This design comes from an exercise in tuning for small area on the open sky130 flow, not from production work.
Where RTL was checked, it was by simulation tests only, not by an equivalence proof against the original.
No activity file was given, so power comes from the tool's default toggle rates.

Setup of run Y:
==> module Protocol_analysis, before the edit <==
module Protocol_analysis(
input sck,
input [40:0] pay_now_n,
input [40:0] pay_old_n,
input crc_bit,
input vld,
input rstn,
output [40:0] payload,
output pvld
);
reg live;
reg pvld_r;
wire done;
wire crc_ok;
wire idle;
wire restarted;
always @(posedge sck)
if (vld)
    live <= ~done;
always @(posedge sck or negedge rstn)
if (!rstn)
    pvld_r <= 1'b0;
else
    pvld_r <= done & crc_ok & (live | vld);
crc_check u_crc_check(
.clk(sck),
.rstn(rstn),
.start(vld),
.in(crc_bit),
.done(done),
.crc_ok(crc_ok),
.idle(idle),
.restarted(restarted)
);
assign payload = ~((pay_old_n | {41{restarted}}) & (pay_now_n | {41{idle}}));
assign pvld    = pvld_r;
endmodule
clock: 10.0 ns
lec_check: 0
cap_margin: 20
core_margin: 2
core_utilization: 75
slew_margin: 20
standard.sh (not shown) runs the stock make flow with config.mk's settings and CLKGATE_MAP_FILE= SYNTH_SCRIPT=/design/flow/synth_recipe.tcl, a recipe that flattens the netlist after the stock synthesis.
==> flow/flow/run.sh <==
#!/bin/bash
# Standard ORFS layout (the standard.sh, unchanged synthesis) with:
#  - port buffers of the smallest buffer cell instead of the default pick,
#  - clock tree built from small clock buffers, without dummy load cells.
set -euo pipefail
cd "$(dirname "$0")/.."
export BUFFER_PORTS_ARGS="-buffer_cell sky130_fd_sc_hd__buf_1"
export CTS_ARGS="-sink_clustering_enable -repair_clock_nets -dont_use_dummy_load -sink_buffer_max_cap_derate 1.0 -buf_list {sky130_fd_sc_hd__clkbuf_1 sky130_fd_sc_hd__clkbuf_2 sky130_fd_sc_hd__clkbuf_4}"
bash standard.sh > flow_standard.log 2>&1
What run Z does differently from run Y at the input level:
--- a/flow/design.v
+++ b/flow/design.v
@@ -56,7 +56,7 @@
 if (!rstn)
     pvld_r <= 1'b0;
 else
-    pvld_r <= done & crc_ok & (live | vld);
+    pvld_r <= done & live & crc_ok;
 crc_check u_crc_check(
 .clk(sck),
 .rstn(rstn),
[summary]
Of run Z and run Y, the run reporting the lower setup slack was run Z. Between run Y and run Z, the share of the yosys chip area belonging to registers does not differ in any meaningful way. Between run Y and run Z, the number of slew-limit violations in the final report does not differ in any meaningful way. On cell area, run Z and run Y are basically level. First-pass detailed-route iteration total was higher in run Z than in run Y. On starting density of the core, run Z tracks run Y almost exactly. Going from run Y to run Z, the share of total power in the clock network was found to have gone up by 0.3 points. As far as synthesis-to-layout area growth is concerned, run Y and run Z perform about the same. Number of global-route vias before repair ended up 80 higher on run Z than on run Y. [compare] base=run Y new=run Z: length of routed wiring on met1 decreased by about 1.5% relative to the old numbers, combinational share of power closely matched the old numbers.

---

10-16:
Spi_to_pnb_top, a different RTL version from the one above (not shown whole).
Size in the first run: roughly 260 cells after synthesis, ~140 flip-flops, ~47 I/O pins, ~3700 um^2 of cells after synthesis.
==> module Protocol_analysis, before the edit <==
module Protocol_analysis(
input sck,
input [40:0] pay_now,
input [40:0] pay_old,
input vld,
input crc_zero,
input rstn,
output [40:0] payload,
output pvld
);
reg ok;
reg second_r;
reg first_r;
reg pvld_r;
wire done;
always @(posedge sck)
if (vld)
    ok <= crc_zero & ~done;
always @(posedge sck) begin
    second_r <= vld;
    first_r  <= ~vld;
end
always @(posedge sck or negedge rstn)
if (!rstn)
    pvld_r <= 1'b0;
else
    pvld_r <= done & ok;
crc_check u_crc_check(
.clk(sck),
.rstn(rstn),
.start(vld),
.done(done)
);
assign payload = (pay_now & {41{second_r}}) | (pay_old & {41{first_r}});
assign pvld    = pvld_r;
endmodule
==> module Spi_to_pnb_rev, before the edit <==
module Spi_to_pnb_rev(
input sck,
input cs,
input sdi,
output [40:0] pay_now,
output [40:0] pay_old,
output vld,
output crc_zero
);
reg [114:0] data_r;
reg [7:0]  crc_r;
reg [5:0]  tmr;
wire full = &tmr;
always @(posedge sck) begin
    data_r[114:8] <= data_r[113:7];
    if (cs) begin
        data_r[7:0] <= 8'b0;
        crc_r       <= 8'b0;
        tmr         <= 6'b111000;
    end else begin
        data_r[7:0] <= {data_r[6:0], sdi};
        crc_r       <= {crc_r[6:0], 1'b0}
                     ^ (crc_r[7]            ? 8'h07 : 8'h00)
                     ^ (data_r[7]           ? 8'h80 : 8'h00)
                     ^ ((data_r[64] & full) ? 8'h13 : 8'h00);
        tmr         <= {tmr[4:0], (tmr[5] ^ tmr[4]) | full};
    end
end
assign vld      = full && (data_r[80:65] == 16'h55ab) && (data_r[7:0] == 8'haa);
assign crc_zero = (crc_r == 8'd0);
assign pay_now  = data_r[57:17];
assign pay_old  = data_r[114:74];
endmodule
==> module Spi_to_pnb_top, before the edit <==
module Spi_to_pnb_top(
inter_fpga_comms_cs,
inter_fpga_comms_sdo,
inter_fpga_comms_sck,
rst_n,
inter_fpga_comms_sdi,
payload,
pvld
);
input inter_fpga_comms_cs, inter_fpga_comms_sdo, inter_fpga_comms_sck, rst_n;
output inter_fpga_comms_sdi;
output [40:0] payload;
output pvld;
wire [40:0] pay_now;
wire [40:0] pay_old;
wire vld;
wire crc_zero;
Spi_to_pnb_rev u_spi_to_pnb_rev(
    .sck(inter_fpga_comms_sck),
    .cs(inter_fpga_comms_cs),
    .sdi(inter_fpga_comms_sdo),
    .pay_now(pay_now),
    .pay_old(pay_old),
    .vld(vld),
    .crc_zero(crc_zero)
);
Spi_to_pnb_trans u_spi_to_pnb_trans(
    .sdo(inter_fpga_comms_sdi)
);
Protocol_analysis u_protocol_analysis(
    .sck(inter_fpga_comms_sck),
    .pay_now(pay_now),
    .pay_old(pay_old),
    .vld(vld),
    .crc_zero(crc_zero),
    .rstn(rst_n),
    .payload(payload),
    .pvld(pvld)
);
endmodule
==> flow/config.mk <==
export PLATFORM = sky130hd
export DESIGN_NAME = Spi_to_pnb_top
export DESIGN_NICKNAME = Spi_to_pnb_top
export VERILOG_FILES = /design/flow/design.v
export SDC_FILE = /design/flow/constraint.sdc
export NUM_CORES = 4
export LEC_CHECK = 0
export CAP_MARGIN = 20
export CORE_MARGIN = 2
export CORE_UTILIZATION = 60
export SLEW_MARGIN = 20
==> flow/constraint.sdc <==
create_clock -name core_clock -period 10.0 [get_ports {inter_fpga_comms_sck}]
set_input_delay 2.0000 -clock core_clock [delete_from_list [all_inputs] [get_ports {inter_fpga_comms_sck}]]
set_output_delay 2.0000 -clock core_clock [all_outputs]
set_load 0.01 [all_outputs]
==> flow/flow/run.sh <==
#!/bin/bash
# Standard ORFS layout (the standard.sh, unchanged synthesis) with:
#  - port buffers of the smallest buffer cell instead of the default pick,
#  - clock tree built from small clock buffers, without dummy load cells.
set -euo pipefail
cd "$(dirname "$0")/.."
export BUFFER_PORTS_ARGS="-buffer_cell sky130_fd_sc_hd__buf_1"
export CTS_ARGS="-sink_clustering_enable -repair_clock_nets -dont_use_dummy_load -buf_list {sky130_fd_sc_hd__clkbuf_1 sky130_fd_sc_hd__clkbuf_2 sky130_fd_sc_hd__clkbuf_4}"
bash standard.sh > flow_standard.log 2>&1
### 10-16 -> 03-06
==> flow/design.v <==
module crc_check(
input clk,
input rstn,
input start,
output done
);
reg [5:0] cnt;
wire low_zero = (cnt[4:0] == 5'd0);
wire fb = (cnt[5] ^ cnt[4]) & ~low_zero;
always @(posedge clk or negedge rstn)
if (~rstn)
    cnt <= 6'd0;
else if (start)
    cnt <= 6'b000011;
else
    cnt <= {cnt[4:0], fb};
assign done = cnt[5] & low_zero;
endmodule
module Protocol_analysis(
input sck,
input [40:0] pay_bits,
input vld,
input crc_zero,
input rstn,
output [40:0] payload,
output pvld
);
reg [40:0] payload_r;
reg ok;
reg pvld_r;
wire done;
always @(posedge sck)
if (vld) begin
    payload_r <= pay_bits;
    ok        <= crc_zero & ~done;
end
always @(posedge sck or negedge rstn)
if (!rstn)
    pvld_r <= 1'b0;
else
    pvld_r <= done & ok;
crc_check u_crc_check(
.clk(sck),
.rstn(rstn),
.start(vld),
.done(done)
);
assign payload = payload_r;
assign pvld    = pvld_r;
endmodule
module Spi_to_pnb_trans(
output sdo
);
assign sdo = 1'b0;
endmodule
module Spi_to_pnb_rev(
input sck,
input cs,
input sdi,
output [40:0] pay_bits,
output vld,
output crc_zero
);
reg [80:0] data_r;
reg [7:0]  crc_r;
reg [5:0]  tmr;
wire full = &tmr;
always @(posedge sck) begin
    data_r[80:8] <= data_r[79:7];
    if (cs) begin
        data_r[7:0] <= 8'b0;
        crc_r       <= 8'b0;
        tmr         <= 6'b111000;
    end else begin
        data_r[7:0] <= {data_r[6:0], sdi};
        crc_r       <= {crc_r[6:0], 1'b0}
                     ^ (crc_r[7]            ? 8'h07 : 8'h00)
                     ^ (data_r[7]           ? 8'h80 : 8'h00)
                     ^ ((data_r[64] & full) ? 8'h13 : 8'h00);
        tmr         <= {tmr[4:0], (tmr[5] ^ tmr[4]) | full};
    end
end
assign vld      = full && (data_r[80:65] == 16'h55ab) && (data_r[7:0] == 8'haa);
assign crc_zero = (crc_r == 8'd0);
assign pay_bits = data_r[56:16];
endmodule
module Spi_to_pnb_top(
inter_fpga_comms_cs,
inter_fpga_comms_sdo,
inter_fpga_comms_sck,
rst_n,
inter_fpga_comms_sdi,
payload,
pvld
);
input inter_fpga_comms_cs, inter_fpga_comms_sdo, inter_fpga_comms_sck, rst_n;
output inter_fpga_comms_sdi;
output [40:0] payload;
output pvld;
wire [40:0] pay_bits;
wire vld;
wire crc_zero;
Spi_to_pnb_rev u_spi_to_pnb_rev(
    .sck(inter_fpga_comms_sck),
    .cs(inter_fpga_comms_cs),
    .sdi(inter_fpga_comms_sdo),
    .pay_bits(pay_bits),
    .vld(vld),
    .crc_zero(crc_zero)
);
Spi_to_pnb_trans u_spi_to_pnb_trans(
    .sdo(inter_fpga_comms_sdi)
);
Protocol_analysis u_protocol_analysis(
    .sck(inter_fpga_comms_sck),
    .pay_bits(pay_bits),
    .vld(vld),
    .crc_zero(crc_zero),
    .rstn(rst_n),
    .payload(payload),
    .pvld(pvld)
);
endmodule
### Flow results
03-06 completed; timing, DRC and antenna clean
Comparing 03-06 with 10-16, the worst hold slack came out essentially unchanged.
Compared with 10-16, in 03-06 global-route wire length before repair went down about 3%, XOR/XNOR share of the synthesized area held, fraction of area in multi-input gates went down 8.8 points, post-layout total power went up about 5.6%.
No functional check of the RTL was part of 10-16.

afterwards: timing with drivers on the ports:
No port has a modelled driver above. Below, the same layouts with a new extraction and two added sets of constraints.
Step 1 sets driving cells, clkbuf_16 on the clock port and buf_2 on the other inputs (assumed; they add their load-dependent delay and slew).
Step 2 moves the port delays by t, midway between the first and last clock arrival at a register: inputs arrive t later, outputs are due t later. That takes back most of the time a late clock gives input paths.
Three values: no drivers, after step 1, after step 2; two values: the first two.
run	t (ns)	setup WS [ns]	cell pins on the clock port's net
run Y	0.932	5.659 / 5.631 / 6.564	1
run Z	0.958	5.577 / 5.550 / 6.508	1
10-16	0.484	6.265 / 6.234 / 6.718	1
03-06	0.491	6.983 / 6.956 / 7.080	1
After both steps setup and hold are still met in every run listed.
